Context: an optimization exercise on an open-source flow, tuned for small area and a short achievable clock period. The choices shown serve that exercise and are no tape-out recipe.
RTL that was checked went through simulation tests only; none was proved equivalent to the original.
No functional check of the RTL was part of runs 2 and 3.
Power is estimated from default activity; no workload was simulated.

**design.v**
```verilog
`timescale 1ns / 1ps
module adress_checker(
    input clk,
    input rst,
    input [63:0] address,          
    input [63:0] size,             
    input valid,                   
    input [3:0] start,             
    input [3:0] complete,          
    output reg [1:0] dependency    
    );
reg [63:0] address_buffer [0:3];
reg [63:0] end_address_buffer [0:3];
reg [3:0] busy;
reg [3:0] free;      
function le64;
    input [63:0] x;
    input [63:0] y;
    reg [63:0] g, p;
    integer k, w;
    begin
        g = y & ~x;
        p = y | ~x;
        g[0] = p[0];                       
        for (w = 32; w >= 1; w = w / 2)
            for (k = 0; k < w; k = k + 1) begin
                g[k] = g[2*k+1] | (p[2*k+1] & g[2*k]);
                p[k] = p[2*k+1] & p[2*k];
            end
        le64 = g[0];
    end
endfunction
function [63:0] addm1;
    input [63:0] x;
    input [63:0] y;
    reg [63:0] u, v, g, p;
    integer k, l, s;
    begin
        u = ~(x ^ y);
        v = {(x[62:0] | y[62:0]), 1'b0};
        g = u & v;
        p = u ^ v;
        for (l = 0; l < 6; l = l + 1) begin
            s = 1 << l;
            for (k = 0; k < 64; k = k + 1) if (k % (2*s) == 2*s-1) begin
                g[k] = g[k] | (p[k] & g[k-s]);
                p[k] = p[k] & p[k-s];
            end
        end
        for (l = 4; l >= 0; l = l - 1) begin
            s = 1 << l;
            for (k = 0; k < 64; k = k + 1) if (k >= 3*s-1 && k % (2*s) == s-1) begin
                g[k] = g[k] | (p[k] & g[k-s]);
                p[k] = p[k] & p[k-s];
            end
        end
        addm1 = (u ^ v) ^ {g[62:0], 1'b0};
    end
endfunction
wire [63:0] end_address = addm1(address, size);
reg [3:0] clash;
reg [3:0] take;
integer i;
always @(*) begin
    for (i = 0; i < 4; i = i + 1)
        clash[i] = busy[i] & le64(address, end_address_buffer[i]) & le64(address_buffer[i], end_address);
    take[0] = ~busy[0];
    take[1] = busy[0] & ~busy[1];
    take[2] = busy[0] & busy[1] & ~busy[2];
    take[3] = busy[0] & busy[1] & busy[2] & ~busy[3];
end
always @(posedge clk) begin
    for (i = 0; i < 4; i = i + 1) begin
        address_buffer[i] <= (address_buffer[i] & {64{busy[i]}}) | (address & {64{free[i]}});
        end_address_buffer[i] <= (end_address_buffer[i] & {64{busy[i]}}) | (end_address & {64{free[i]}});
    end
end
always @(posedge clk) begin
    if (~rst) begin
        busy <= 0;
        free <= 4'b1111;
        dependency <= 0;
    end
    else begin
        if (valid)
            dependency <= (&busy) ? 2'b11 : (|clash) ? 2'b01 : 2'b00;
        busy <= (busy & ~complete) | (take & {4{valid & ~|clash}});
        free <= ~((busy & ~complete) | (take & {4{valid & ~|clash}}));
    end
end
endmodule
```
**flow/run.sh**
```bash
#!/bin/bash
# Standard ORFS layout (standard.sh) with two changes:
# - the half/full adder cells are don't-use, so Yosys leaves adder and
#   comparator logic to ABC instead of extracting ha/fa cells;
# - the port buffers that buffer_ports inserts are buf_2 cells.
set -e
cat >> config.mk <<'EOF'
export DONT_USE_CELLS += sky130_fd_sc_hd__ha_1 sky130_fd_sc_hd__ha_2 sky130_fd_sc_hd__ha_4 sky130_fd_sc_hd__fa_1 sky130_fd_sc_hd__fa_2 sky130_fd_sc_hd__fa_4 sky130_fd_sc_hd__fah_1 sky130_fd_sc_hd__fahcin_1 sky130_fd_sc_hd__fahcon_1
export BUFFER_PORTS_ARGS = -buffer_cell sky130_fd_sc_hd__buf_2
EOF
bash standard.sh > standard.log 2>&1
```
**standard.sh**
```bash
#!/bin/bash
# synth_recipe.tcl (not shown) runs the flow's synth.tcl, then flattens the netlist and writes it again
# the make line also repeats each setting of config.mk as NAME=value (left out here)
make -C /OpenROAD-flow-scripts/flow DESIGN_CONFIG=/design/flow/config.mk WORK_HOME=/design/flow/orfs CLKGATE_MAP_FILE= SYNTH_SCRIPT=/design/flow/synth_recipe.tcl "${@:-finish}"
```
**config.mk**
```make
export PLATFORM = sky130hd
export DESIGN_NAME = adress_checker
export DESIGN_NICKNAME = adress_checker
export VERILOG_FILES = /design/flow/design.v
export SDC_FILE = /design/flow/constraint.sdc
export NUM_CORES = 4
export LEC_CHECK = 0
export ABC_AREA = 1
export CAP_MARGIN = 20
export CORE_MARGIN = 2
export CORE_UTILIZATION = 60
export CTS_CLUSTER_DIAMETER = 100
export CTS_CLUSTER_SIZE = 25
export SETUP_SLACK_MARGIN = 3.0
export SLEW_MARGIN = 20
export TNS_END_PERCENT = 10
export DONT_USE_CELLS += sky130_fd_sc_hd__ha_1 sky130_fd_sc_hd__ha_2 sky130_fd_sc_hd__ha_4 sky130_fd_sc_hd__fa_1 sky130_fd_sc_hd__fa_2 sky130_fd_sc_hd__fa_4 sky130_fd_sc_hd__fah_1 sky130_fd_sc_hd__fahcin_1 sky130_fd_sc_hd__fahcon_1
export BUFFER_PORTS_ARGS = -buffer_cell sky130_fd_sc_hd__buf_2
```
**constraint.sdc**
```tcl
create_clock -name core_clock -period 7.5 [get_ports {clk}]
set_input_delay 1.5000 -clock core_clock [delete_from_list [all_inputs] [get_ports {clk}]]
set_output_delay 1.5000 -clock core_clock [all_outputs]
set_load 0.01 [all_outputs]
```
==> flow_summary.ini, run 1 <==
[sta]
fin_crit_sh_pct = 61.80
tightest_slew_ns = 0.9866
relSlewSlack_pct = 34.23
fin_setup_tns_ns = 0
max_clock_freq_ghz = 0.2157
rsz0062_at_grt = true
fin_crit_ns = 4.635
holdWs_ns = 0.4651
slew_viol_final = 0
hold_viol_final = 0
skew_ns = 0.01382
final-setup-viol-count = 0

[min_path]
whs_path_depth = 2
holdCritPathClass = reg2reg
hold_end = end_address_buffer[3][0]$_DFF_P_
hp-start = end_address_buffer[3][0]$_DFF_P_

[layout]
syn_to_final_growth_pct = 14.30
final_common_cell = nand2_1
drive_above_1_share_pct = 16.73
nets = 4675
fin_cells = 5144
final_area_um2 = 32570
final_cell_mix = nand2_1, inv_1, dfxtp_1, o22ai_1, o21ai_0

[power_and_ir_drop]
power_frac_seq_pct = 44.0
clkPwrFrac_pct = 18.8
powerDensity_nw_per_um2 = 244.3
combPwrFrac_pct = 37.1
sw_frac_of_total_pct = 39.04
p_switching_mw = 3.107
p_int_mw = 4.852
p_leak_nw = 15.56
ir_drop_v = 0.0001765

[setup_path]
worstPathArrival_ns = 5.15
crit_path_start_kind = input pin
crit_top_cell = nand2_1
rr_endpoint = busy[2]$_SDFF_PN0_
cp_max_fo = 10
reg2reg_depth = 20
slowest_delay_ns = 0.30
end_kind = flop
path_class = in2reg
r2r_start = end_address_buffer[0][1]$_DFF_P_
worst-r2r-setup-slack_ns = 3.91
crit_path_top_delay_cell = a21boi_0
cp.required_ns = 8.01

[grt]
grt_pass1_vias = 26531
overflow = 0
grt_max_degree = 97
grt_pass1_wl_um = 137400
grt_usage_pct = 34.11
antenna_found_initial = 2

[clock_network]
cts_tree = done
ctsHtreeMaxLevel = 1
cts_buffer_depth = 3
path_clk_slew_ns = 0.10
cts_buffers = 24
cts_sinks = 522
clk_latency_ns = 0.59
cts_hold_buffers = 0
root_buffer = clkbuf_16

[routing]
vias = 30210
ant_nets = 0
drc = 0
routed_via_density = 5.873
wl_per_cell_um = 17.39
drt_first_pass_iters = 5
wirelength_um = 89450
dr.first_iter.drc_count = 2621

[placed_design]
dp.cells = 5028
gp_congestion = 0.8966
dp_hpwl_um = 58760
detailed_place.area_um2 = 29260
port_buffers = 136

[yosys]
syn_area_um2 = 28500
ys_warn_count = 3
seq_area_frac_synth_pct = 36.67
netlist_instances = 4456
synth_fp_nets = 4595
synth_edf_count = 0
syn_area_per_cell_um2 = 6.395
ys_ff_latch = 522
async_flop_share_pct = 0
ys.flop_type = dfxtp_1
synth_cell_types = 52

[floorplan]
die_h_um = 221.9
io_pins = 141
die_area_um2 = 49260
chipWidth_um = 221.9
start_util_pct = 60.95
placementRows = 79
core_area_um2 = 46750

[flow_run]
cap_violations = 0

[status]
run_status = timing/DRC/antenna clean
-- cell type report --
class / instances / area (um^2)
diodes: 1 / 2.502
clock buffers: 25 / 625.6
clock inverters: 1 / 5.005
fillers: 4269 / 14180
inverters: 648 / 2615
multi-input cells: 3104 / 16480
flip-flops and latches: 522 / 10460
well taps: 607 / 759.5
repair buffers: 236 / 1634
-- cells in the mapped netlist, types with 12 or more instances --
cell type | count | area share (%)
o2111ai_1 | 20 | 0.61
a211oi_1 | 24 | 0.63
o21ai_1 | 17 | 0.30
nand4_1 | 44 | 0.97
buf_2 | 26 | 0.46
nand3_1 | 279 | 4.9
nand2_1 | 1262 | 17
o22ai_1 | 431 | 9.5
nor3_1 | 15 | 0.26
o21ai_0 | 354 | 6.2
dfxtp_1 | 522 | 37
nand2_2 | 45 | 0.99
inv_2 | 44 | 0.58
nand2_4 | 14 | 0.55
clkbuf_1 | 132 | 1.7
a21oi_1 | 91 | 1.6
inv_1 | 590 | 7.8
nor2_1 | 354 | 4.7
buf_4 | 15 | 0.40
o221ai_1 | 18 | 0.55
o211ai_1 | 20 | 0.53
a31oi_1 | 12 | 0.26
-- worst max-delay path by stage --
stage	startpoint	endpoint	slack (ns)	cells past startpoint
floorplan	address[15]	busy[0]$_SDFF_PN0_	3.19	36
global placement	address[1]	busy[0]$_SDFF_PN0_	1.59	33
detailed placement	address[1]	free[0]$_SDFF_PN1_	1.53	33
CTS	size[18]	busy[0]$_SDFF_PN0_	3.00	34
global route	address[6]	free[3]$_SDFF_PN1_	2.72	31
finish	address[9]	busy[2]$_SDFF_PN0_	2.86	32
-- what timing repair did --
action / 4_1_cts / 5_1_grt
setup endpoints to repair: 9 / 9
resized for setup: 173 / 417
setup buffers: 35 / 52
cloned: 0 / 2
pin swaps: 46 / 158
-- cell families (layout without fill, tap and decap cells) --
family / Yosys count / after routing / share of synthesized area [%]
simple gates: 2065 / 2067 / 30.27
buf+inv: 832 / 910 / 11.36
flops: 522 / 522 / 36.67
other cells: 0 / 1 / 0
xor+xnor: 11 / 11 / 0.3644
compound gates: 1026 / 1026 / 21.33
-- sequential cells by signal, summed over array words and instances, names as in the netlist --
name / cells
busy: 4
dependency: 2
address_buffer: 256
free: 4
end_address_buffer: 256
-- metal layers --
| metal | track usage (%) | vias up | share of wire (%) |
|---|---|---|---|
| met5 | 0 | - | 0.015 |
| met4 | 8.217 | 2 | 2.5 |
| met3 | 3.923 | 152 | 8.3 |
| met2 | 56.43 | 1157 | 46 |
| met1 | 47.62 | 13950 | 43 |
| li1 | - | 14949 | - |
-- per-stage QoR --
stage	total power [mW]	worst slack, ns	utilization (%)
after floorplan	5.378	3.191	-
after global placement	6.017	1.585	62.59
after detailed placement	6.070	1.525	62.59
after CTS	7.628	3.000	65.75
after global routing	8.411	2.718	69.67
final	7.959	2.865	69.67
-- power groups by stage --
stage               registers [mW]  clock network (mW)  logic [mW]
detailed placement            3.55                   0        2.52
floorplan                     3.50                   0        1.88
CTS                           3.49                1.50        2.63
global placement              3.54                   0        2.48
global route                  3.56                1.59        3.27
finish                        3.50                1.50        2.96
-- worst max-delay path: cells and delay by family --
kind,cells,cell delay [ns]
buf+inv,2,0.20
compound gates,3,0.69
simple gates,27,2.74
==> run 2: changes to the inputs <==
==> design.v (replaced) <==
`timescale 1ns / 1ps
module adress_checker(
    input clk,
    input rst,
    input [63:0] address,          
    input [63:0] size,             
    input valid,                   
    input [3:0] start,             
    input [3:0] complete,          
    output reg [1:0] dependency    
    );
reg [63:0] address_buffer [0:3];
reg [63:0] end_address_buffer [0:3];
reg [3:0] busy;
reg [3:0] free;      
function cout64;
    input [63:0] g_in;
    input [63:0] p_in;
    reg [63:0] g, p;
    integer k, w;
    begin
        g = g_in;
        p = p_in;
        for (w = 32; w >= 1; w = w / 2)
            for (k = 0; k < w; k = k + 1) begin
                g[k] = g[2*k+1] | (p[2*k+1] & g[2*k]);
                p[k] = p[2*k+1] & p[2*k];
            end
        cout64 = g[0];
    end
endfunction
function le64;
    input [63:0] x;
    input [63:0] y;
    reg [63:0] g, p;
    begin
        g = y & ~x;
        p = y | ~x;
        g[0] = p[0];
        le64 = cout64(g, p);
    end
endfunction
wire [63:0] h = address ^ size;
wire [63:0] u = ~h;
wire [63:0] w = address | size;
wire [63:0] n = address & size;
reg [63:0] end_address;
reg wrap;            
always @(*) begin : adder
    reg [63:0] v, g, p;
    integer k, l, s;
    v = {w[62:0], 1'b0};
    g = u & v;
    p = u ^ v;
    for (l = 0; l < 6; l = l + 1) begin
        s = 1 << l;
        for (k = 63; k >= 0; k = k - 1)
            if ((k & s) != 0) begin
                g[k] = g[k] | (p[k] & g[(k & ~(2*s-1)) + s - 1]);
                p[k] = p[k] & p[(k & ~(2*s-1)) + s - 1];
            end
    end
    end_address = (u ^ v) ^ {g[62:0], 1'b0};
    wrap = w[63] & g[63];
end
wire zero = ~|(address | size);
function ge_end;
    input [63:0] s;
    input [63:0] h;
    input [63:0] n;
    input [63:0] w;
    input zero;
    input wrap;
    reg [63:0] t, c, g, p;
    reg co;
    begin
        t = ~(h ^ s);
        c = (s & n) | (~s & w);           
        g = {t[63:1] & c[62:0], 1'b0};
        p = {t[63:1] | c[62:0], 1'b0};
        co = cout64(g, p);
        ge_end = zero | (wrap ? (co & c[63]) : (co | c[63]));
    end
endfunction
reg [3:0] clash;
reg [3:0] take;
integer i;
always @(*) begin
    for (i = 0; i < 4; i = i + 1)
        clash[i] = busy[i] & le64(address, end_address_buffer[i]) & ge_end(address_buffer[i], h, n, w, zero, wrap);
    take[0] = ~busy[0];
    take[1] = busy[0] & ~busy[1];
    take[2] = busy[0] & busy[1] & ~busy[2];
    take[3] = busy[0] & busy[1] & busy[2] & ~busy[3];
end
always @(posedge clk) begin
    for (i = 0; i < 4; i = i + 1) begin
        address_buffer[i] <= (address_buffer[i] & {64{busy[i]}}) | (address & {64{free[i]}});
        end_address_buffer[i] <= (end_address_buffer[i] & {64{busy[i]}}) | (end_address & {64{free[i]}});
    end
end
always @(posedge clk) begin
    if (~rst) begin
        busy <= 0;
        free <= 4'b1111;
        dependency <= 0;
    end
    else begin
        if (valid)
            dependency <= (&busy) ? 2'b11 : (|clash) ? 2'b01 : 2'b00;
        busy <= (busy & ~complete) | (take & {4{valid & ~|clash}});
        free <= ~((busy & ~complete) | (take & {4{valid & ~|clash}}));
    end
end
endmodule
==> run 2 against run 1 <==
Effect of this change:
- maximum frequency increased by 8.9%
- routed wire length up 26%
- sequential share of layout area down 3.4 points
- die area increased by 20%
- count of clock-buffer cells in the layout is 13 higher
- worst hold slack got worse by 0.0091 ns
- critical path depth down 10
- cell count rose by 24%
- final area grew 12%
- utilization down 5.3 points
- via count up 22%
- largest cell class unchanged
==> flow_summary.ini, run 2 <==
[min_path]
holdCritPathClass = reg2reg
hold_end = end_address_buffer[3][51]$_DFF_P_
whs_path_depth = 2
hp-start = end_address_buffer[3][51]$_DFF_P_

[power_and_ir_drop]
power_frac_seq_pct = 41.5
p_switching_mw = 3.470
clkPwrFrac_pct = 22.2
combPwrFrac_pct = 36.3
p_int_mw = 5.141
sw_frac_of_total_pct = 40.30
powerDensity_nw_per_um2 = 236.7
ir_drop_v = 0.0001995
p_leak_nw = 18.71

[yosys]
yosysMostFrequentCell = nand2_1
yosysTopAreaCell = dfxtp_1
synth_top_area_share_pct = 30.39
synth_cell_types = 66
seq_area_frac_synth_pct = 30.39
synth-simple-area-share_pct = 34.09
synthAdderAreaFrac_pct = 0.03275
ys_top_cells_by_count = nand2_1, inv_1, dfxtp_1
ys_warn_count = 3
synth-compound-area-share_pct = 21.58
synth_mux_area_share_pct = 0
synth_fp_nets = 5698
synth-xor-area-share_pct = 2.893
synthTopCellsByArea = dfxtp_1, nand2_1, o22ai_1
ys_ff_latch = 522
syn_area_um2 = 34390
netlist_instances = 5559
syn_area_per_cell_um2 = 6.186
ys.flop_type = dfxtp_1
synth_edf_count = 0
async_flop_share_pct = 0
synth_top_family_by_area = simple AND/OR/NAND/NOR gates

[sta]
relSlewSlack_pct = 20.11
skew_ns = 0.02155
rsz0062_at_grt = false
max_clock_freq_ghz = 0.2350
fin_setup_tns_ns = 0
slew_viol_final = 0
hold_viol_final = 0
tightest_slew_ns = 1.198
final-setup-viol-count = 0
fin_crit_ns = 4.255
fin_crit_sh_pct = 56.73

[routing]
routed_via_density = 5.811
drc = 0
vias = 36932
wirelength_um = 113000
wl_per_cell_um = 17.79
ant_nets = 0
dr.first_iter.drc_count = 3469
drt_first_pass_iters = 6

[setup_path]
worst-r2r-setup-slack_ns = 4.28
rr_endpoint = dependency[0]$_SDFFE_PN0P_
crit_top_cell = nand2_1
end_kind = flop
cp.required_ns = 8.02
path_cells = buf_2 > inv_1 > nand2_2 > nand2_2 > xor2_1 > nand2_1 > nand3_1 > nor2_1 > nor2_1 > nand2_1 > a21oi_1 > nand2_1 > nand2_1 > nand2_1 > a21oi_1 > nand2_1 > nand2_2 > nand2_2 > nor2_4 > nand2_4 > nor2_1 > nor2_1
crit_buf_inv = 2
crit_path_top_delay_cell = a21oi_1
critical-path-top-delay-family = simple AND/OR/NAND/NOR gates
cp_max_fo = 13
slowest_delay_ns = 0.31
path_class = in2reg
reg2reg_depth = 9
r2r_start = busy[3]$_SDFF_PN0_
worstPathArrival_ns = 4.77
crit_path_start_kind = input pin

[grt]
grt_usage_pct = 36.94
antenna_found_initial = 4
overflow = 0
grt_max_degree = 80
grt_pass1_wl_um = 177100
grt_pass1_vias = 33243

[clock_network]
cts_sinks = 522
root_buffer = clkbuf_16
ctsHtreeMaxLevel = 1
post_cts_buffers = 0
clk_latency_ns = 0.63
path_clk_slew_ns = 0.10
cts_buffers = 29
cts_tree = done
cts_hold_buffers = 0
cts_buffer_depth = 3

[layout]
syn_to_final_growth_pct = 5.775
num-fill-cells = 5496
top_regs = address_buffer (256), end_address_buffer (256)
final_area_um2 = 36370
fin_cells = 6355
register_area_um2 = 10450
final_cell_mix = nand2_1, inv_1, dfxtp_1, o22ai_1, nor2_1
drive_above_1_share_pct = 9.115
final_common_cell = nand2_1
nets = 5715
multi_input_area_um2 = 20150

[floorplan]
io_pins = 141
placementRows = 87
chipWidth_um = 243.4
core_area_um2 = 56500
start_util_pct = 60.87
die_area_um2 = 59240
die_h_um = 243.4

[placed_design]
dp.cells = 6301
detailed_place.area_um2 = 35390
gp_congestion = 0.9535
port_buffers = 136
dp_hpwl_um = 81700

[flow_run]
cap_violations = 0

[status]
run_status = timing/DRC/antenna clean
run 2: cell count changes after synthesis, moves of 26 or more:
cell	before	now
inv_2	44	78
nand2_1	1262	1559
o22ai_1	431	457
nand3_1	279	353
nor2_1	354	440
nand2_2	45	88
inv_1	590	730
a21oi_1	91	259
xor2_1	4	98
a21o_1	0	37
run 2: layout make-up:
class	instances	area share (%)
Inverter	815	8.493
Clock inverter	12	0.4747
Tap cell	756	2.601
Timing Repair Buffer	145	2.057
Multi-Input combinational cell	4063	55.41
Antenna cell	4	0.02752
Sequential cell	522	28.74
Clock buffer	38	2.198
run 2: kinds of logic after synthesis:
| family | Yosys count |
|---|---|
| AOI/OAI and AO/OA | 1266 |
| DFF | 522 |
| buffers and inverters | 974 |
| and+or+nand+nor | 2685 |
| xor gates and xnor gates | 111 |
| adders and majority gates | 1 |
run 2: power groups by stage:
stage	Sequential (mW)	Combinational (mW)	Clock, mW
floorplan	3.55	2.27	0
global placement	3.61	2.99	0
detailed placement	3.63	3.04	0
CTS	3.56	3.06	1.92
global route	3.64	3.48	2.01
finish	3.57	3.12	1.92
run 2: metrics by stage:
stage | hold slack [ns] | utilization [%] | setup slack, ns | power [mW]
after CTS | 0.4585 | 64.35 | 3.339 | 8.543
after floorplan | 0.4225 | - | 3.852 | 5.818
after detailed placement | 0.4451 | 62.63 | 2.676 | 6.663
after global placement | 0.4349 | 62.63 | 2.691 | 6.597
final | 0.4560 | 64.38 | 3.245 | 8.610
after global routing | 0.4792 | 64.38 | 3.018 | 9.129
run 2: how the worst max path moves through the flow:
stage                            from                          to  slack [ns]  cells past startpoint
after floorplan           address[15]          free[0]$_SDFF_PN1_        3.85                     24
after global placement    address[62]  dependency[0]$_SDFFE_PN0P_        2.69                     22
after detailed placement  address[62]  dependency[0]$_SDFFE_PN0P_        2.68                     22
after CTS                 address[62]  dependency[0]$_SDFFE_PN0P_        3.34                     22
after global routing      address[57]  dependency[0]$_SDFFE_PN0P_        3.02                     23
final                     address[30]  dependency[0]$_SDFFE_PN0P_        3.25                     22
run 2: what timing repair did:
| item | in CTS | in global routing |
|---|---|---|
| resized for setup | 0 | 2 |
| endpoints found under the setup margin | 0 | 1 |
| endpoints found under the hold margin | 0 | 0 |
run 2: per-layer routing:
layer | vias to the layer above | wire length (um) | track usage, % | share of wire (%)
li1 | 18368 | - | - | -
met1 | 16900 | 50060 | 51.64 | 44
met4 | 2 | 3753 | 12.11 | 3.3
met3 | 220 | 8734 | 3.371 | 7.7
met5 | - | 13 | 0 | 0.012
met2 | 1442 | 50470 | 59.97 | 45
run 2: tightest hold or removal path, cell delays in order (launching register included):
cell	delay (ns)
dfxtp_1	0.32
nand2_1	0.05
nand2_1	0.05
==> run 3: changes to the inputs <==
--- a/design.v
+++ b/design.v
@@ -55,9 +55,15 @@
     for (l = 0; l < 6; l = l + 1) begin
         s = 1 << l;
-        for (k = 63; k >= 0; k = k - 1)
-            if ((k & s) != 0) begin
-                g[k] = g[k] | (p[k] & g[(k & ~(2*s-1)) + s - 1]);
-                p[k] = p[k] & p[(k & ~(2*s-1)) + s - 1];
-            end
+        for (k = 0; k < 64; k = k + 1) if (k % (2*s) == 2*s-1) begin
+            g[k] = g[k] | (p[k] & g[k-s]);
+            p[k] = p[k] & p[k-s];
+        end
+    end
+    for (l = 4; l >= 0; l = l - 1) begin
+        s = 1 << l;
+        for (k = 0; k < 64; k = k + 1) if (k >= 3*s-1 && k % (2*s) == s-1) begin
+            g[k] = g[k] | (p[k] & g[k-s]);
+            p[k] = p[k] & p[k-s];
+        end
     end
     end_address = (u ^ v) ^ {g[62:0], 1'b0};
==> flow/run.sh (replaced) <==
#!/bin/bash
# Standard ORFS layout, but with the half/full adder cells marked don't-use so
# that Yosys leaves adder and comparator logic to ABC.
set -e
cp standard.sh standard_sh.txt
cat >> config.mk <<'EOF'
export DONT_USE_CELLS += sky130_fd_sc_hd__ha_1 sky130_fd_sc_hd__ha_2 sky130_fd_sc_hd__ha_4 sky130_fd_sc_hd__fa_1 sky130_fd_sc_hd__fa_2 sky130_fd_sc_hd__fa_4 sky130_fd_sc_hd__fah_1 sky130_fd_sc_hd__fahcin_1 sky130_fd_sc_hd__fahcon_1
EOF
bash standard.sh > standard.log 2>&1
--- a/config.mk
+++ b/config.mk
@@ -11,8 +11,7 @@
 export CORE_UTILIZATION = 60
 export CTS_CLUSTER_DIAMETER = 100
-export CTS_CLUSTER_SIZE = 25
+export CTS_CLUSTER_SIZE = 30
 export SETUP_SLACK_MARGIN = 3.0
 export SLEW_MARGIN = 20
 export TNS_END_PERCENT = 10
 export DONT_USE_CELLS += sky130_fd_sc_hd__ha_1 sky130_fd_sc_hd__ha_2 sky130_fd_sc_hd__ha_4 sky130_fd_sc_hd__fa_1 sky130_fd_sc_hd__fa_2 sky130_fd_sc_hd__fa_4 sky130_fd_sc_hd__fah_1 sky130_fd_sc_hd__fahcin_1 sky130_fd_sc_hd__fahcon_1
-export BUFFER_PORTS_ARGS = -buffer_cell sky130_fd_sc_hd__buf_2
==> run 3 against run 2 <==
Effect of this change:
- maximum frequency is 1.1% lower
- combinational power is 3% lower
- first-iteration DRC count is 4.6% lower
- critical path depth is 2 higher
- via count is 1.1% higher
- count of clock-buffer cells in the layout is 12 lower
- synthesized cell count is 1.5% higher
- still clean on timing, DRC and antenna
- utilization is 1.7 points higher
- clock skew is 0.0024 ns higher
- sequential share of layout area is 0.57 points lower
==> flow_summary.ini, run 3 <==
[yosys]
synth_fp_nets = 5780
syn_area_per_cell_um2 = 6.030
ys_ff_latch = 522
ys_top_cells_by_count = nand2_1, inv_1, dfxtp_1
yosysTopAreaCell = dfxtp_1
syn_area_um2 = 34020
ys_warn_count = 3
synth_edf_count = 0
ys.flop_type = dfxtp_1
async_flop_share_pct = 0
synth_cell_types = 59
synth_top_area_share_pct = 30.72
synthTopCellsByArea = dfxtp_1, nand2_1, inv_1
netlist_instances = 5641
yosysMostFrequentCell = nand2_1
seq_area_frac_synth_pct = 30.72

[setup_path]
r2r_start = free[2]$_SDFF_PN1_
path_class = in2reg
slowest_delay_ns = 0.59
cp_max_fo = 6
crit_buf_inv = 3
path_cells = clkdlybuf4s50_1 > clkinvlp_4 > nand2_4 > nand2_2 > nand2_1 > nand2_1 > inv_1 > nand2_1 > nor2_1 > nand4_1 > nor2_1 > nand2_2 > nand2_4 > nand2_2 > nand2_2 > nand2_1 > nand2_1 > nand2_2 > o21bai_2 > nand2_1 > nand2_1 > nand2_2 > nand3_1 > o21ai_0
crit_path_start = address[30]
worstPathArrival_ns = 4.76
end_kind = flop
critical-path-top-delay-family = simple AND/OR/NAND/NOR gates
crit_path_top_delay_cell = clkdlybuf4s50_1
reg2reg_depth = 3
worst-r2r-setup-slack_ns = 4.72
crit_top_cell = nand2_1
cp.required_ns = 7.96
rr_endpoint = end_address_buffer[2][34]$_DFF_P_
crit_path_start_kind = input pin

[layout]
final_common_cell = nand2_1
num-fill-cells = 5499
top_regs = address_buffer (256), end_address_buffer (256)
nets = 5823
drive_above_1_share_pct = 5.756
syn_to_final_growth_pct = 9.085
final_cell_mix = nand2_1, inv_1, dfxtp_1, nand3_1, o22ai_1
final_area_um2 = 37110

[routing]
dr.first_iter.drc_count = 3309
wl_per_cell_um = 17.29
vias = 37334
drc = 0
routed_via_density = 5.784
wirelength_um = 111600
ant_nets = 0
drt_first_pass_iters = 6

[flow_run]
cap_violations = 0

[sta]
tightest_slew_ns = 1.162
hold_viol_final = 0
final-setup-viol-count = 0
skew_ns = 0.02393
fin_crit_ns = 4.304
rsz0062_at_grt = true
holdWs_ns = 0.4508
fin_crit_sh_pct = 57.38
slew_viol_final = 0
relSlewSlack_pct = 22.45
max_clock_freq_ghz = 0.2324
fin_setup_tns_ns = 0

[grt]
grt_max_degree = 72
grt_pass1_wl_um = 176600
overflow = 0
grt_pass1_vias = 34196
grt_usage_pct = 36.76
antenna_found_initial = 0

[floorplan]
chipWidth_um = 242.1
start_util_pct = 60.56
die_area_um2 = 58610
die_h_um = 242.1
placementRows = 87
core_area_um2 = 56170
io_pins = 141

[placed_design]
port_buffers = 136
detailed_place.area_um2 = 35720
dp_hpwl_um = 79980
gp_congestion = 0.9254

[status]
run_status = timing/DRC/antenna clean

[clock_network]
root_buffer = clkbuf_16
cts_buffers = 25
ctsHtreeMaxLevel = 1
cts_buffer_depth = 3
path_clk_slew_ns = 0.12
cts_sinks = 522
cts_tree = done
clk_latency_ns = 0.61

[min_path]
whs_path_depth = 2
holdCritPathClass = reg2reg
hold_end = end_address_buffer[0][43]$_DFF_P_
hp-start = end_address_buffer[0][43]$_DFF_P_

[power_and_ir_drop]
ir_drop_v = 0.0001786
powerDensity_nw_per_um2 = 225.5
p_leak_nw = 19.30
==> run 3: cell count changes in the layout (fill, tap and decap cells not counted), moves of 36 or more <==
cell | previous run | this run
a21oi_1 | 259 | 297
buf_2 | 136 | 0
buf_4 | 9 | 45
clkdlybuf4s50_1 | 0 | 93
inv_1 | 726 | 781
inv_2 | 74 | 30
nand2_1 | 1557 | 1642
nand3_1 | 353 | 447
xor2_1 | 98 | 61
==> run 3: metrics by stage <==
step           cells  total power [mW]  util, %  setup slack [ns]
2_1_floorplan   5641             5.691        -             3.894
3_3_place_gp    6379             6.460    63.59             1.995
3_5_place_dp    6379             6.528    63.59             1.883
4_1_cts         6421             8.281    65.17             3.016
5_1_grt         6454             8.888    66.06             2.984
6_report        6455             8.369    66.06             3.196
==> run 3: cell type report <==
cell class | instances | area (um^2) | area share, %
multi-input cells | 4108 | 19830 | 53.45
inverters | 846 | 3284 | 8.851
flip-flops and latches | 522 | 10450 | 28.17
clock inverters | 15 | 215.2 | 0.5800
diodes | 1 | 2.502 | 0.006744
repair buffers | 181 | 1732 | 4.667
well taps | 756 | 945.9 | 2.549
clock buffers | 26 | 639.4 | 1.723
==> run 3: report_power, final <==
part / switching (mW) / leakage (nW) / internal [mW]
Sequential: 0.275 / 4.40 / 3.27
Combinational: 2.01 / 14.5 / 1.03
Clock: 1.05 / 0.416 / 0.732
==> run 3: logic make-up after synthesis <==
kind of cell	Yosys count	share of synthesized area, %
buffers and inverters	1011	11.45
xor gates and xnor gates	72	1.898
DFF	522	30.72
AOI/OAI and AO/OA	1265	21.59
and+or+nand+nor	2771	34.34
==> run 3: tightest hold or removal path: cells and delay by family (launching register included) <==
| kind | cells | cell delay (ns) |
|---|---|---|
| flops | 1 | 0.33 |
| simple gates | 2 | 0.09 |
==> run 3: worst max path at each step <==
stage                                        end  cells past startpoint
2_1_floorplan  end_address_buffer[2][59]$_DFF_P_                     25
5_1_grt        end_address_buffer[0][55]$_DFF_P_                     22
6_report       end_address_buffer[1][55]$_DFF_P_                     24
4_1_cts        end_address_buffer[1][54]$_DFF_P_                     20
3_5_place_dp                  busy[0]$_SDFF_PN0_                     15
3_3_place_gp                  busy[0]$_SDFF_PN0_                     15
==> run 3: metal layers <==
layer,vias up,global-route usage (%),part of all wire (%)
li1,18670,-,-
met1,16915,49.94,43
met2,1470,60.34,45
met3,279,3.257,7.5
met4,0,14.74,4.5
met5,-,0,0
==> run 3: what timing repair did <==
| action | in CTS | in global routing |
|---|---|---|
| pin swaps | 1 | 2 |
| setup endpoints to repair | 120 | 127 |
| setup buffers | 1 | 33 |
| resized for setup | 19 | 122 |
| hold buffers | 0 | 0 |
| cloned | 0 | 0 |
==> run 4: changes to the inputs <==
==> design.v (replaced) <==
`timescale 1ns / 1ps
module adress_checker(
    input clk,
    input rst,
    input [63:0] address,          
    input [63:0] size,             
    input valid,                   
    input [3:0] start,             
    input [3:0] complete,          
    output reg [1:0] dependency    
    );
reg [63:0] address_buffer [0:3];       
reg [63:0] end_plus1_buffer [0:3];     
reg [3:0] end_plus1_top;               
reg [3:0] busy;
reg [3:0] free;      
function lt64;
    input [63:0] x;
    input [63:0] y;
    reg [63:0] g, p;
    integer k, w;
    begin
        g = y & ~x;
        p = y | ~x;
        for (w = 32; w >= 1; w = w / 2)
            for (k = 0; k < w; k = k + 1) begin
                g[k] = g[2*k+1] | (p[2*k+1] & g[2*k]);
                p[k] = p[2*k+1] & p[2*k];
            end
        lt64 = g[0];
    end
endfunction
function [63:0] add64;
    input [63:0] x;
    input [63:0] y;
    reg [63:0] g, p;
    integer k, l, s;
    begin
        g = x & y;
        p = x ^ y;
        for (l = 0; l < 6; l = l + 1) begin
            s = 1 << l;
            for (k = 63; k >= 0; k = k - 1)
                if ((k & s) != 0) begin
                    g[k] = g[k] | (p[k] & g[(k & ~(2*s-1)) + s - 1]);
                    p[k] = p[k] & p[(k & ~(2*s-1)) + s - 1];
                end
        end
        add64 = (x ^ y) ^ {g[62:0], 1'b0};
    end
endfunction
wire [63:0] end_plus1 = add64(address, size);
wire end_plus1_is_top = ~|end_plus1;
reg [3:0] clash;
reg [3:0] take;
integer i;
always @(*) begin
    for (i = 0; i < 4; i = i + 1)
        clash[i] = busy[i]
                 & (end_plus1_top[i] | lt64(address, end_plus1_buffer[i]))
                 & (end_plus1_is_top | lt64(address_buffer[i], end_plus1));
    take[0] = ~busy[0];
    take[1] = busy[0] & ~busy[1];
    take[2] = busy[0] & busy[1] & ~busy[2];
    take[3] = busy[0] & busy[1] & busy[2] & ~busy[3];
end
always @(posedge clk) begin
    for (i = 0; i < 4; i = i + 1) begin
        address_buffer[i] <= (address_buffer[i] & {64{busy[i]}}) | (address & {64{free[i]}});
        end_plus1_buffer[i] <= (end_plus1_buffer[i] & {64{busy[i]}}) | (end_plus1 & {64{free[i]}});
        end_plus1_top[i] <= (end_plus1_top[i] & busy[i]) | (end_plus1_is_top & free[i]);
    end
end
always @(posedge clk) begin
    if (~rst) begin
        busy <= 0;
        free <= 4'b1111;
        dependency <= 0;
    end
    else begin
        if (valid)
            dependency <= (&busy) ? 2'b11 : (|clash) ? 2'b01 : 2'b00;
        busy <= (busy & ~complete) | (take & {4{valid & ~|clash}});
        free <= ~((busy & ~complete) | (take & {4{valid & ~|clash}}));
    end
end
endmodule
==> flow/run.sh (replaced) <==
#!/bin/bash
# Standard ORFS layout (standard.sh) with two changes:
# - the half/full adder cells are don't-use, so Yosys leaves adder and
#   comparator logic to ABC instead of extracting ha/fa cells;
# - the port buffers that buffer_ports inserts are buf_2 cells.
set -e
cat >> config.mk <<'EOF'
export DONT_USE_CELLS += sky130_fd_sc_hd__ha_1 sky130_fd_sc_hd__ha_2 sky130_fd_sc_hd__ha_4 sky130_fd_sc_hd__fa_1 sky130_fd_sc_hd__fa_2 sky130_fd_sc_hd__fa_4 sky130_fd_sc_hd__fah_1 sky130_fd_sc_hd__fahcin_1 sky130_fd_sc_hd__fahcon_1
export BUFFER_PORTS_ARGS = -buffer_cell sky130_fd_sc_hd__buf_2
EOF
bash standard.sh > standard.log 2>&1
--- a/config.mk
+++ b/config.mk
@@ -11,7 +11,8 @@
 export CORE_UTILIZATION = 60
 export CTS_CLUSTER_DIAMETER = 100
-export CTS_CLUSTER_SIZE = 30
-export SETUP_SLACK_MARGIN = 3.0
+export CTS_CLUSTER_SIZE = 25
+export SETUP_SLACK_MARGIN = 3.5
 export SLEW_MARGIN = 20
 export TNS_END_PERCENT = 10
 export DONT_USE_CELLS += sky130_fd_sc_hd__ha_1 sky130_fd_sc_hd__ha_2 sky130_fd_sc_hd__ha_4 sky130_fd_sc_hd__fa_1 sky130_fd_sc_hd__fa_2 sky130_fd_sc_hd__fa_4 sky130_fd_sc_hd__fah_1 sky130_fd_sc_hd__fahcin_1 sky130_fd_sc_hd__fahcon_1
+export BUFFER_PORTS_ARGS = -buffer_cell sky130_fd_sc_hd__buf_2
==> run 4 against run 3 <==
Effect of this change:
- synthesized cell count fell by 20%
- via count fell by 16%
- clock power fell by 13%
- maximum frequency barely moved
- cell count fell by 19%
- first-iteration DRC count fell by 7.9%
- register-to-register slack got worse by 0.47 ns
- sequential power fell by 4%
==> flow_summary.ini, run 4 <==
[yosys]
synth_cell_types = 56
ys_warn_count = 3
yosysMostFrequentCell = nand2_1
yosysTopAreaCell = dfxtp_1
ys.flop_type = dfxtp_1
netlist_instances = 4498
synthTopCellsByArea = dfxtp_1, nand2_1, o22ai_1
synth_top_area_share_pct = 36.19
synth_fp_nets = 4637
ys_top_cells_by_count = nand2_1, inv_1, dfxtp_1
syn_area_per_cell_um2 = 6.469
syn_area_um2 = 29100
async_flop_share_pct = 0
ys_ff_latch = 526
synth_edf_count = 0
seq_area_frac_synth_pct = 36.19

[routing]
ant_nets = 0
wirelength_um = 96610
vias = 31179
drt_first_pass_iters = 9
drc = 0
dr.first_iter.drc_count = 3049
routed_via_density = 5.932
wl_per_cell_um = 18.38

[grt]
antenna_found_initial = 0
grt_pass1_wl_um = 144500
grt_usage_pct = 35.72
grt_max_degree = 81
overflow = 0
grt_pass1_vias = 27394

[clock_network]
path_clk_slew_ns = 0.11
cts_buffers = 25
cts_tree = done
clk_latency_ns = 0.60
cts_buffer_depth = 3
cts_sinks = 526
cts_hold_buffers = 0
ctsHtreeMaxLevel = 1
root_buffer = clkbuf_16

[status]
run_status = timing/DRC/antenna clean

[setup_path]
end_kind = flop
crit_path_start_kind = input pin
slowest_delay_ns = 0.27
worstPathArrival_ns = 4.84
cp.required_ns = 8.04
path_class = in2reg
cp_max_fo = 8
crit_path_top_delay_cell = nor3_1

[power_and_ir_drop]
p_leak_nw = 15.91
sw_frac_of_total_pct = 37.92
powerDensity_nw_per_um2 = 226.5
p_int_mw = 4.748
p_switching_mw = 2.900
power_frac_seq_pct = 44.7
clkPwrFrac_pct = 20.3
combPwrFrac_pct = 35.0
finalPower_mw = 7.648
ir_drop_v = 0.0002146

[floorplan]
start_util_pct = 60.81
chipWidth_um = 224.2
die_area_um2 = 50270
placementRows = 80
core_area_um2 = 47850
die_h_um = 224.2
io_pins = 141

[sta]
final-setup-viol-count = 0
slew_viol_final = 0
rsz0062_at_grt = true
relSlewSlack_pct = 30.81
skew_ns = 0.02807
tightest_slew_ns = 1.038
fin_setup_tns_ns = 0
max_clock_freq_ghz = 0.2326
fin_crit_ns = 4.300
hold_viol_final = 0
fin_crit_sh_pct = 57.33

[layout]
drive_above_1_share_pct = 18.34
nets = 4779
syn_to_final_growth_pct = 16.05
antennaDiodeCount = 0
final_common_cell = nand2_1
final_cell_mix = nand2_1, inv_1, dfxtp_1, o22ai_1, o21ai_0
top_regs = address_buffer (256), end_plus1_buffer (256)
num-fill-cells = 4305

[placed_design]
dp_hpwl_um = 59250
gp_congestion = 0.8950
port_buffers = 136

[flow_run]
cap_violations = 0

[min_path]
holdCritPathClass = reg2reg
-- run 4: changes by cell type after synthesis, moves of 14 or more --
| cell | previous run | this run |
|---|---|---|
| nand2_1 | 1664 | 1155 |
| inv_1 | 809 | 553 |
| nand3_1 | 447 | 222 |
| a21oi_1 | 297 | 164 |
| xor2_1 | 63 | 3 |
| o21ai_0 | 349 | 393 |
| a21o_1 | 28 | 0 |
| nand3b_1 | 37 | 12 |
| o22ai_1 | 441 | 420 |
| inv_2 | 34 | 51 |
| buf_4 | 8 | 24 |
| nor4_1 | 17 | 2 |
| clkinv_1 | 1 | 15 |
-- run 4: final cells by class --
class,instances,area [um^2],share of cell area [%]
clock inverters,2,38.79,0.1149
well taps,615,769.5,2.279
flip-flops and latches,526,10540,31.20
multi-input cells,3171,17140,50.77
repair buffers,296,2235,6.618
inverters,620,2415,7.152
clock buffers,26,629.4,1.864
-- run 4: metal layers --
layer / up-vias / track usage [%] / routed length, um / share of wire, %
li1: 15210 / - / - / -
met1: 14461 / 48.35 / 40970 / 42
met2: 1270 / 58.84 / 44150 / 46
met3: 238 / 3.553 / 7154 / 7.4
met4: 0 / 14.25 / 4336 / 4.5
met5: - / 0 / 0 / 0
-- run 4: logic make-up (layout without fill, tap and decap cells) --
group                     after synthesis  in the layout  synth area share (%)
and+or+nand+nor                      2020           2037                 29.63
AOI/OAI and AO/OA                    1124           1124                 22.50
buffers and inverters                 818            944                 11.35
DFF                                   526            526                 36.19
xor gates and xnor gates               10             10                0.3268
-- run 4: path summary, 6_finish.rpt --
kind                            startpoint                          to  slack (ns)  depth (start not counted)
setup / recovery               address[40]  dependency[0]$_SDFFE_PN0P_        3.20                         30
hold / removal    end_plus1_top[1]$_DFF_P_    end_plus1_top[1]$_DFF_P_        0.47                          2
setup reg to reg        busy[1]$_SDFF_PN0_  dependency[0]$_SDFFE_PN0P_        4.25                         10
hold reg to reg   end_plus1_top[1]$_DFF_P_    end_plus1_top[1]$_DFF_P_        0.47                          2
-- run 4: repair_timing --
action	in CTS	in global routing
cloned	10	7
setup endpoints to repair	13	13
resized for setup	335	222
pin swaps	103	110
buffers inserted	75	71
-- run 4: critical path, delay by kind of cell --
family	cells	cell delay, ns
AND/OR/NAND/NOR	25	2.74
buffers and inverters	5	0.59
-- run 4: power groups by stage --
stage	clock [mW]	sequential (mW)	combinational [mW]
after global placement	0	3.47	2.17
final	1.55	3.42	2.68
after detailed placement	0	3.47	2.20
after CTS	1.55	3.41	2.44
after floorplan	0	3.43	1.66
after global routing	1.64	3.47	2.93
-- run 4: through the flow --
step | hold WS [ns] | setup WS (ns) | area (um^2) | instances | util (%)
4_1_cts | 0.4720 | 3.356 | 32310 | 5178 | 67.54
3_5_place_dp | 0.4465 | 1.946 | 29700 | 5065 | 62.07
5_1_grt | 0.4881 | 3.003 | 33770 | 5256 | 70.57
2_1_floorplan | 0.4254 | 3.363 | 29100 | 4498 | -
6_report | 0.4732 | 3.200 | 33770 | 5256 | 70.57
3_3_place_gp | 0.4367 | 1.967 | 29700 | 5065 | 62.07
==> run 5: changes to the inputs <==
--- a/config.mk
+++ b/config.mk
@@ -12,5 +12,5 @@
 export CTS_CLUSTER_DIAMETER = 100
 export CTS_CLUSTER_SIZE = 25
-export SETUP_SLACK_MARGIN = 3.5
+export SETUP_SLACK_MARGIN = 3.1
 export SLEW_MARGIN = 20
 export TNS_END_PERCENT = 10
==> run 5 against run 4 <==
Effect of this change:
- largest power group unchanged
- critical path depth is 1 higher
- largest cell class unchanged
- power down 1.5%
- first-iteration DRC count decreased by 2.8%
- clock power hardly changed
- register-to-register slack got worse by 0.09 ns
- sequential power hardly changed
- global-route usage decreased by 1.3 points
- area after synthesis stayed put
- final area down 3.4%
- non-clock buffer count is 62 lower
==> flow_summary.ini, run 5 <==
[sta]
hold_viol_final = 0
tightest_slew_ns = 1.053
rsz0062_at_grt = false
skew_ns = 0.02607
slew_viol_final = 0
fin_setup_tns_ns = 0
fin_crit_ns = 4.349
max_clock_freq_ghz = 0.2299
relSlewSlack_pct = 29.82
fin_crit_sh_pct = 57.99
final-setup-viol-count = 0

[grt]
grtUsageMet1_pct = 47.59
grt_max_degree = 98
antenna_found_initial = 0
grt_pass1_wl_um = 139700
gr-usage-met2_pct = 57.26
grt_pass1_vias = 26254
use_met3_pct = 2.848
grt_usage_pct = 34.41
grt-busiest-layer = met2
overflow = 0

[routing]
vias = 30532
dr.first_iter.drc_count = 2965
ant_nets = 0
wl_per_cell_um = 17.84
drc = 0
routed_via_density = 5.882
wirelength_um = 92580
drt_first_pass_iters = 6

[floorplan]
chipWidth_um = 224.2
die_area_um2 = 50270
core_area_um2 = 47850
start_util_pct = 60.81
io_pins = 141
placementRows = 80
die_h_um = 224.2

[yosys]
synth_fp_nets = 4637
synthTopCellsByArea = dfxtp_1, nand2_1, o22ai_1
synth_edf_count = 0
async_flop_share_pct = 0
yosysMostFrequentCell = nand2_1
synth_top_area_share_pct = 36.19
yosysTopAreaCell = dfxtp_1
synth_cell_types = 56
ys_top_cells_by_count = nand2_1, inv_1, dfxtp_1
syn_area_um2 = 29100
ys_warn_count = 3
ys.flop_type = dfxtp_1
seq_area_frac_synth_pct = 36.19
ys_ff_latch = 526
netlist_instances = 4498
syn_area_per_cell_um2 = 6.469

[clock_network]
clk_latency_ns = 0.61
cts_sinks = 526
cts_tree = done
cts_hold_buffers = 0
path_clk_slew_ns = 0.10
cts_buffer_depth = 3
ctsHtreeMaxLevel = 1
root_buffer = clkbuf_16
cts_buffers = 25

[setup_path]
path_class = in2reg
worstPathArrival_ns = 4.85
r2r_start = busy[1]$_SDFF_PN0_
crit_path_top_delay_cell = nand2_8
cp.required_ns = 8.00
worst-r2r-setup-slack_ns = 4.16
reg2reg_depth = 10
end_kind = flop
slowest_delay_ns = 0.22
cp_max_fo = 9
rr_endpoint = dependency[0]$_SDFFE_PN0P_
crit_path_start_kind = input pin
critical-path-top-delay-family = simple AND/OR/NAND/NOR gates
crit_top_cell = nand2_2
crit_buf_inv = 3

[min_path]
holdCritPathClass = reg2reg
whs_path_depth = 2
hold_end = end_plus1_buffer[0][0]$_DFF_P_
hp-start = end_plus1_buffer[0][0]$_DFF_P_

[layout]
top_regs = address_buffer (256), end_plus1_buffer (256)
antennaDiodeCount = 0
fin_cells = 5191
syn_to_final_growth_pct = 12.05
drive_above_1_share_pct = 15.17
nets = 4713
final_common_cell = nand2_1
fin_util_pct = 68.14
final_cell_mix = nand2_1, inv_1, dfxtp_1, o22ai_1, o21ai_0
final_area_um2 = 32600

[placed_design]
port_buffers = 136
dp.cells = 5067
gp_congestion = 0.8981
dp_hpwl_um = 59260
detailed_place.area_um2 = 29710

[power_and_ir_drop]
clkPwrFrac_pct = 20.7
powerDensity_nw_per_um2 = 231.1
p_leak_nw = 15.38
sw_frac_of_total_pct = 37.80
combPwrFrac_pct = 33.9
ir_drop_v = 0.0002105
p_int_mw = 4.686
p_switching_mw = 2.848
power_frac_seq_pct = 45.4

[flow_run]
cap_violations = 0

[status]
run_status = timing/DRC/antenna clean
## run 5: cell types whose count changed in the layout (fill, tap and decap cells not counted), moves of 19 or more
cell	delta
buf_6	-19
buf_4	-60
buf_2	+19
nor2_1	+23
nand2_2	-38
nand2_1	+42
## run 5: power by group through the flow
stage | Clock, mW | Sequential (mW) | Combinational, mW
after global routing | 1.65 | 3.47 | 2.81
after detailed placement | 0 | 3.47 | 2.20
after floorplan | 0 | 3.43 | 1.66
after CTS | 1.56 | 3.41 | 2.27
after global placement | 0 | 3.47 | 2.17
final | 1.56 | 3.42 | 2.55
## run 5: worst register-to-register path: stages, from the launching register on
cell and delay [ns]:
dfxtp_2 0.32, buf_4 0.70, clkinv_2 0.84, buf_4 0.62
a21oi_1 0.29, nand2_2 0.10, nand2_4 0.10, nor2_8 0.06
nand2_4 0.10, nor2_4 0.06, nor2_2 0.09
## run 5: repair_timing
action | CTS | global route
buffers inserted | 6 | 76
setup endpoints to repair | 9 | 9
pin swaps | 8 | 95
gates cloned | 4 | 9
gates resized for setup | 64 | 319
## run 5: per-layer routing
metal,share of wire [%],vias to the layer above,routed length [um]
li1,-,15076,-
met1,43,14168,40180
met2,46,1124,42350
met3,7.4,164,6876
met4,3.4,0,3176
met5,0,-,0
## run 5: stage by stage
step                setup WS (ns)  power, mW  hold slack, ns
floorplan                   3.363      5.087          0.4254
global placement            1.987      5.638          0.4416
detailed placement          1.981      5.679          0.4428
CTS                         3.103      7.242          0.4700
global route                3.016      7.930          0.4947
finish                      3.151      7.534          0.4694
## run 5: kinds of logic after synthesis
family                 after synthesis  synth area share, %
XOR/XNOR                            10               0.3268
AO/OA/AOI/OAI                     1124                22.50
buffers and inverters              818                11.35
flip-flops                         526                36.19
AND/OR/NAND/NOR                   2020                29.63
## run 5: cell type report
cell class              instances  area [um^2]
clock buffers                  26        629.4
well taps                     615        769.5
clock inverters                 3        33.78
fillers                      4430        15240
multi-input cells            3167        16650
repair buffers                234         1575
flip-flops and latches        526        10540
inverters                     620         2407
## run 5: worst max path at each step
stage / end / slack, ns / startpoint / cells after the start
floorplan: dependency[0]$_SDFFE_PN0P_ / 3.36 / address[17] / 29
global placement: dependency[0]$_SDFFE_PN0P_ / 1.99 / address[2] / 31
detailed placement: dependency[0]$_SDFFE_PN0P_ / 1.98 / address[2] / 31
CTS: busy[0]$_SDFF_PN0_ / 3.10 / address[4] / 29
global route: dependency[0]$_SDFFE_PN0P_ / 3.02 / address[10] / 34
finish: dependency[0]$_SDFFE_PN0P_ / 3.15 / address[10] / 31
==> run 6: changes to the inputs <==
--- a/config.mk
+++ b/config.mk
@@ -12,5 +12,5 @@
 export CTS_CLUSTER_DIAMETER = 100
 export CTS_CLUSTER_SIZE = 25
-export SETUP_SLACK_MARGIN = 3.1
+export SETUP_SLACK_MARGIN = 3.3
 export SLEW_MARGIN = 20
 export TNS_END_PERCENT = 10
==> run 6 against run 5 <==
Effect of this change:
- die area is the same
- synthesized cell count is the same
- routed wire length shrank 1.8%
- largest cell class unchanged
- highest routed layer unchanged
==> flow_summary.ini, run 6 <==
[clock_network]
path_clk_slew_ns = 0.10
cts_sinks = 526
cts_buffers = 25
cts_hold_buffers = 0
cts_tree = done
root_buffer = clkbuf_16
clk_latency_ns = 0.61
cts_buffer_depth = 3
ctsHtreeMaxLevel = 1

[setup_path]
crit_path_start_kind = input pin
end_kind = flop
crit_path_top_delay_cell = nor3_4
worstPathArrival_ns = 4.85
crit_buf_inv = 4
cp.required_ns = 8.00
slowest_delay_ns = 0.29
cp_max_fo = 10
critical-path-top-delay-family = simple AND/OR/NAND/NOR gates
path_class = in2reg
crit_top_cell = nand2_1

[floorplan]
chipWidth_um = 224.2
die_area_um2 = 50270
die_h_um = 224.2
start_util_pct = 60.81
placementRows = 80
core_area_um2 = 47850
io_pins = 141

[placed_design]
gp_congestion = 0.8981
port_buffers = 136
pre_cts_slack_ns = 1.981
dp_hpwl_um = 59260

[grt]
grt-busiest-layer = met2
antenna_found_initial = 0
grt_max_degree = 98
grtUsageMet1_pct = 48.14
grt_pass1_wl_um = 141100
gr-usage-met2_pct = 57.60
use_met3_pct = 2.809
overflow = 0
grt_usage_pct = 34.81
grt_pass1_vias = 26530

[yosys]
synth-simple-area-share_pct = 29.63
syn_area_per_cell_um2 = 6.469
ys_top_cells_by_count = nand2_1, inv_1, dfxtp_1
yosysTopAreaCell = dfxtp_1
syn_area_um2 = 29100
synth_top_area_share_pct = 36.19
synth_cell_types = 56
synth_mux_area_share_pct = 0
synth_edf_count = 0
netlist_instances = 4498
yosysMostFrequentCell = nand2_1
ys_warn_count = 3
synth_fp_nets = 4637
synth-compound-area-share_pct = 22.50
synthAdderAreaFrac_pct = 0
ys.flop_type = dfxtp_1
ys_ff_latch = 526
seq_area_frac_synth_pct = 36.19
synth-xor-area-share_pct = 0.3268
synthTopCellsByArea = dfxtp_1, nand2_1, o22ai_1
synth_top_family_by_area = simple AND/OR/NAND/NOR gates
async_flop_share_pct = 0

[layout]
syn_to_final_growth_pct = 8.557
register_area_um2 = 10540
final_cell_mix = nand2_1, inv_1, dfxtp_1, o22ai_1, o21ai_0
drive_above_1_share_pct = 12.23
multi_input_area_um2 = 15990
final_common_cell = nand2_1
num-fill-cells = 4574
top_regs = address_buffer (256), end_plus1_buffer (256)
nets = 4676
antennaDiodeCount = 0

[sta]
rsz0062_at_grt = true
fin_setup_tns_ns = 0
worst_slack_ns = 3.154
hold_viol_final = 0
relSlewSlack_pct = 30.21
fin_crit_ns = 4.346
slew_viol_final = 0
max_clock_freq_ghz = 0.2301
final-setup-viol-count = 0
skew_ns = 0.02492
fin_crit_sh_pct = 57.95
tightest_slew_ns = 1.047

[power_and_ir_drop]
powerDensity_nw_per_um2 = 234.0
ir_drop_v = 0.0002099
p_leak_nw = 14.96

[routing]
dr.first_iter.drc_count = 2837
drc = 0
wirelength_um = 90930
routed_via_density = 5.860
ant_nets = 0
wl_per_cell_um = 17.64
vias = 30200
drt_first_pass_iters = 7

[status]
run_status = timing/DRC/antenna clean

[flow_run]
cap_violations = 0

[min_path]
holdCritPathClass = reg2reg
run 6: cell counts after synthesis:
No cell type changed its count.
run 6: what timing repair did:
action | 4_1_cts | 5_1_grt
buffers inserted | 25 | 26
resized for setup | 148 | 57
setup endpoints to repair | 13 | 9
pin swaps | 37 | 26
cloned | 7 | 0
run 6: worst paths after layout:
check	from	end	slack, ns	cells past startpoint
hold / removal	address_buffer[3][1]$_DFF_P_	address_buffer[3][1]$_DFF_P_	0.47	2
setup / recovery	address[16]	free[0]$_SDFF_PN1_	3.15	27
setup reg to reg	busy[1]$_SDFF_PN0_	busy[0]$_SDFF_PN0_	4.18	9
hold reg to reg	address_buffer[3][1]$_DFF_P_	address_buffer[3][1]$_DFF_P_	0.47	2
run 6: power by group:
part / internal, mW / leakage [nW] / total [mW] / switching [mW]
clock network: 0.612 / 0.326 / 1.56 / 0.947
logic: 0.799 / 10.2 / 2.41 / 1.61
registers: 3.20 / 4.43 / 3.42 / 0.216
total: 4.62 / 15.0 / 7.39 / 2.77
run 6: routing by layer:
| layer | part of all wire [%] | wire length (um) |
|---|---|---|
| met1 | 44 | 40350 |
| met2 | 46 | 41480 |
| met3 | 6.5 | 5951 |
| met4 | 3.5 | 3151 |
| met5 | 0 | 0 |
run 6: tightest hold or removal path, delay by kind of cell, from the launching register on:
kind	cells	cell delay [ns]
buffers and inverters	1	0.06
AOI/OAI and AO/OA	1	0.05
DFF	1	0.32
run 6: layout make-up:
class	count	share of cell area (%)
Clock buffer	26	1.992
Clock inverter	3	0.1070
Inverter	620	7.538
Multi-Input combinational cell	3161	50.63
Sequential cell	526	33.35
Tap cell	615	2.436
Timing Repair Buffer	203	3.945
run 6: through the flow:
stage | cells | hold WS [ns] | util [%] | power [mW] | cell area [um^2]
2_1_floorplan | 4498 | 0.4254 | - | 5.087 | 29100
3_3_place_gp | 5067 | 0.4416 | 62.10 | 5.638 | 29710
3_5_place_dp | 5067 | 0.4428 | 62.10 | 5.679 | 29710
4_1_cts | 5128 | 0.4700 | 65.22 | 7.299 | 31200
5_1_grt | 5154 | 0.4942 | 66.02 | 7.790 | 31590
6_report | 5154 | 0.4715 | 66.02 | 7.391 | 31590
run 6: logic make-up after synthesis:
logic type                Yosys count
AOI/OAI and AO/OA                1124
DFF                               526
and+or+nand+nor                  2020
xor gates and xnor gates           10
buffers and inverters             818
==> run 7: changes to the inputs <==
--- a/config.mk
+++ b/config.mk
@@ -12,5 +12,5 @@
 export CTS_CLUSTER_DIAMETER = 100
 export CTS_CLUSTER_SIZE = 25
-export SETUP_SLACK_MARGIN = 3.3
+export SETUP_SLACK_MARGIN = 3.0
 export SLEW_MARGIN = 20
 export TNS_END_PERCENT = 10
==> run 7 against run 6 <==
Effect of this change:
- still clean
- power is 0.92% lower
- utilization is 1.2 points lower
- register-to-register slack barely moved
- clock power barely moved
- sequential cell count did not move
- synthesized cell count stayed put
- via count is 0.99% lower
- maximum frequency shrank 3.0%
- global-route usage is 0.82 points lower
- worst hold slack worse by 0.0020 ns
- largest power group unchanged
==> flow_summary.ini, run 7 <==
[layout]
nets = 4643
final_common_cell = nand2_1
syn_to_final_growth_pct = 6.511
final_cell_mix = nand2_1, inv_1, dfxtp_1, o22ai_1, nor2_1
drive_above_1_share_pct = 10.45
antennaDiodeCount = 0
fin_util_pct = 64.77
top_regs = address_buffer (256), end_plus1_buffer (256)

[placed_design]
gp_congestion = 0.8981
pre_cts_slack_ns = 1.981
dp_hpwl_um = 59260
port_buffers = 136

[power_and_ir_drop]
powerDensity_nw_per_um2 = 236.3
ir_drop_v = 0.0002095
p_leak_nw = 14.72
finalPower_mw = 7.323
clkPwrFrac_pct = 21.3
p_switching_mw = 2.741
combPwrFrac_pct = 32.0
sw_frac_of_total_pct = 37.43
p_int_mw = 4.582
power_frac_seq_pct = 46.7

[routing]
drt_first_pass_iters = 5
wl_per_cell_um = 17.47
dr.first_iter.drc_count = 2833
wirelength_um = 89460
ant_nets = 0
drc = 0
vias = 29902
routed_via_density = 5.839

[yosys]
synth_top_area_share_pct = 36.19
ys.flop_type = dfxtp_1
syn_area_per_cell_um2 = 6.469
ys_warn_count = 3
synthTopCellsByArea = dfxtp_1, nand2_1, o22ai_1
ys_ff_latch = 526
yosysMostFrequentCell = nand2_1
synth_cell_types = 56
seq_area_frac_synth_pct = 36.19
async_flop_share_pct = 0
synth_edf_count = 0
syn_area_um2 = 29100
synth_fp_nets = 4637
netlist_instances = 4498
yosysTopAreaCell = dfxtp_1
ys_top_cells_by_count = nand2_1, inv_1, dfxtp_1

[sta]
relSlewSlack_pct = 29.44
max_clock_freq_ghz = 0.2232
skew_ns = 0.02546
final-setup-viol-count = 0
fin_crit_sh_pct = 59.73
tightest_slew_ns = 1.058
worst_slack_ns = 3.020
slew_viol_final = 0
hold_viol_final = 0
rsz0062_at_grt = true
fin_setup_tns_ns = 0
fin_crit_ns = 4.480

[setup_path]
worstPathArrival_ns = 4.98
path_class = in2reg
crit_path_top_delay_cell = nand2_8
cp_max_fo = 11
reg2reg_depth = 9
crit_path_start_kind = input pin
crit_top_cell = nand2_1
end_kind = flop
cp.required_ns = 8.00
slowest_delay_ns = 0.19

[flow_run]
cap_violations = 0

[grt]
grt_usage_pct = 33.99
antenna_found_initial = 0
grt_max_degree = 98
grt_pass1_wl_um = 138200
overflow = 0
grt_pass1_vias = 26113

[floorplan]
die_area_um2 = 50270
start_util_pct = 60.81
placementRows = 80
die_h_um = 224.2
chipWidth_um = 224.2
core_area_um2 = 47850
io_pins = 141

[clock_network]
path_clk_slew_ns = 0.10
cts_buffer_depth = 3
ctsHtreeMaxLevel = 1
root_buffer = clkbuf_16
cts_buffers = 25
clk_latency_ns = 0.61
cts_sinks = 526
cts_tree = done

[status]
run_status = timing/DRC/antenna clean

[min_path]
holdCritPathClass = reg2reg
whs_path_depth = 2
-- run 7: critical path: cells and delay by family --
family	cells	cell delay (ns)
AND/OR/NAND/NOR	24	2.45
buffers and inverters	5	0.67
AO/OA/AOI/OAI	2	0.31
-- run 7: worst paths after layout --
check / from / slack, ns / to
worst max register to register: busy[1]$_SDFF_PN0_ / 4.17 / busy[0]$_SDFF_PN0_
worst max-delay path: address[10] / 3.02 / free[0]$_SDFF_PN1_
worst min register to register: end_plus1_buffer[0][0]$_DFF_P_ / 0.47 / end_plus1_buffer[0][0]$_DFF_P_
worst min-delay path: end_plus1_buffer[0][0]$_DFF_P_ / 0.47 / end_plus1_buffer[0][0]$_DFF_P_
-- run 7: kinds of logic after synthesis --
family | share of synthesized area [%]
and+or+nand+nor | 29.63
AOI/OAI and AO/OA | 22.50
buffers and inverters | 11.35
DFF | 36.19
xor gates and xnor gates | 0.3268
-- run 7: layout make-up --
type                            instances  area (um^2)
Timing Repair Buffer                  171        962.2
Inverter                              620         2369
Tap cell                              615        769.5
Fill cell                            4641        16850
Clock buffer                           26        629.4
Multi-Input combinational cell       3160        15690
Sequential cell                       526        10540
Clock inverter                          3        33.78
-- run 7: power by group through the flow --
stage | registers [mW] | clock network, mW | logic (mW)
finish | 3.42 | 1.56 | 2.34
global route | 3.46 | 1.65 | 2.61
CTS | 3.41 | 1.56 | 2.24
detailed placement | 3.47 | 0 | 2.20
global placement | 3.47 | 0 | 2.17
floorplan | 3.43 | 0 | 1.66
-- run 7: routing by layer --
metal | track usage (%) | part of all wire, % | vias to the layer above
met3 | 2.796 | 6.6 | 160
met2 | 56.45 | 46 | 1081
met5 | 0 | 0 | -
li1 | - | - | 14887
met1 | 47.06 | 45 | 13774
met4 | 10.77 | 3.2 | 0
-- run 7: stage by stage --
stage	instances	instance area, um^2	hold WS (ns)
after floorplan	4498	29100	0.4254
after global placement	5067	29710	0.4416
after detailed placement	5067	29710	0.4428
after CTS	5101	30560	0.4700
after global routing	5121	30990	0.4937
final	5121	30990	0.4694
-- run 7: repair_timing --
action,in CTS,in global routing
pin swaps,3,15
setup buffers,4,15
gates cloned,1,5
resized for setup,32,76
hold buffers,0,0
setup endpoints to repair,9,9

[separate check: timing with driven ports]
The results above use ideal ports. As a check the final layouts listed here were re-extracted and re-timed, cells and wires unchanged.
Step 1, drivers: a clkbuf_16 drives clk and a buf_2 each remaining input, both assumed.
Step 2 moves the port delays by t, midway between the first and last clock arrival at a register: inputs arrive t later, outputs are due t later. That takes back most of the time a late clock gives input paths.
Three values: ideal, step 1, step 2; two values: the first two.
run | t (ns) | setup WS [ns] | worst register clock-pin slew, ns | worst data-port slew with drivers (ns) | cell pins on the clock port's net
run 1 | 0.647 | 2.865 / 2.906 / 2.258 | 0.10 / 0.10 | 0.07 | 1
run 2 | 0.688 | 3.245 / 3.295 / 2.607 | 0.11 / 0.11 | 0.10 | 1
run 3 | 0.669 | 3.196 / 3.237 / 2.568 | 0.12 / 0.12 | 0.13 | 1
run 4 | 0.647 | 3.200 / 3.242 / 2.595 | 0.11 / 0.11 | 0.06 | 1
run 5 | 0.656 | 3.151 / 3.183 / 2.527 | 0.11 / 0.11 | 0.05 | 1
run 6 | 0.657 | 3.154 / 3.192 / 2.535 | 0.11 / 0.11 | 0.05 | 1
run 7 | 0.659 | 3.020 / 3.061 / 2.402 | 0.11 / 0.11 | 0.05 | 1
After both steps setup and hold are still met in every run listed. For run 2, which loses most, drivers alone change the setup slack by +0.050 ns; drivers and shift together by -0.638 ns.
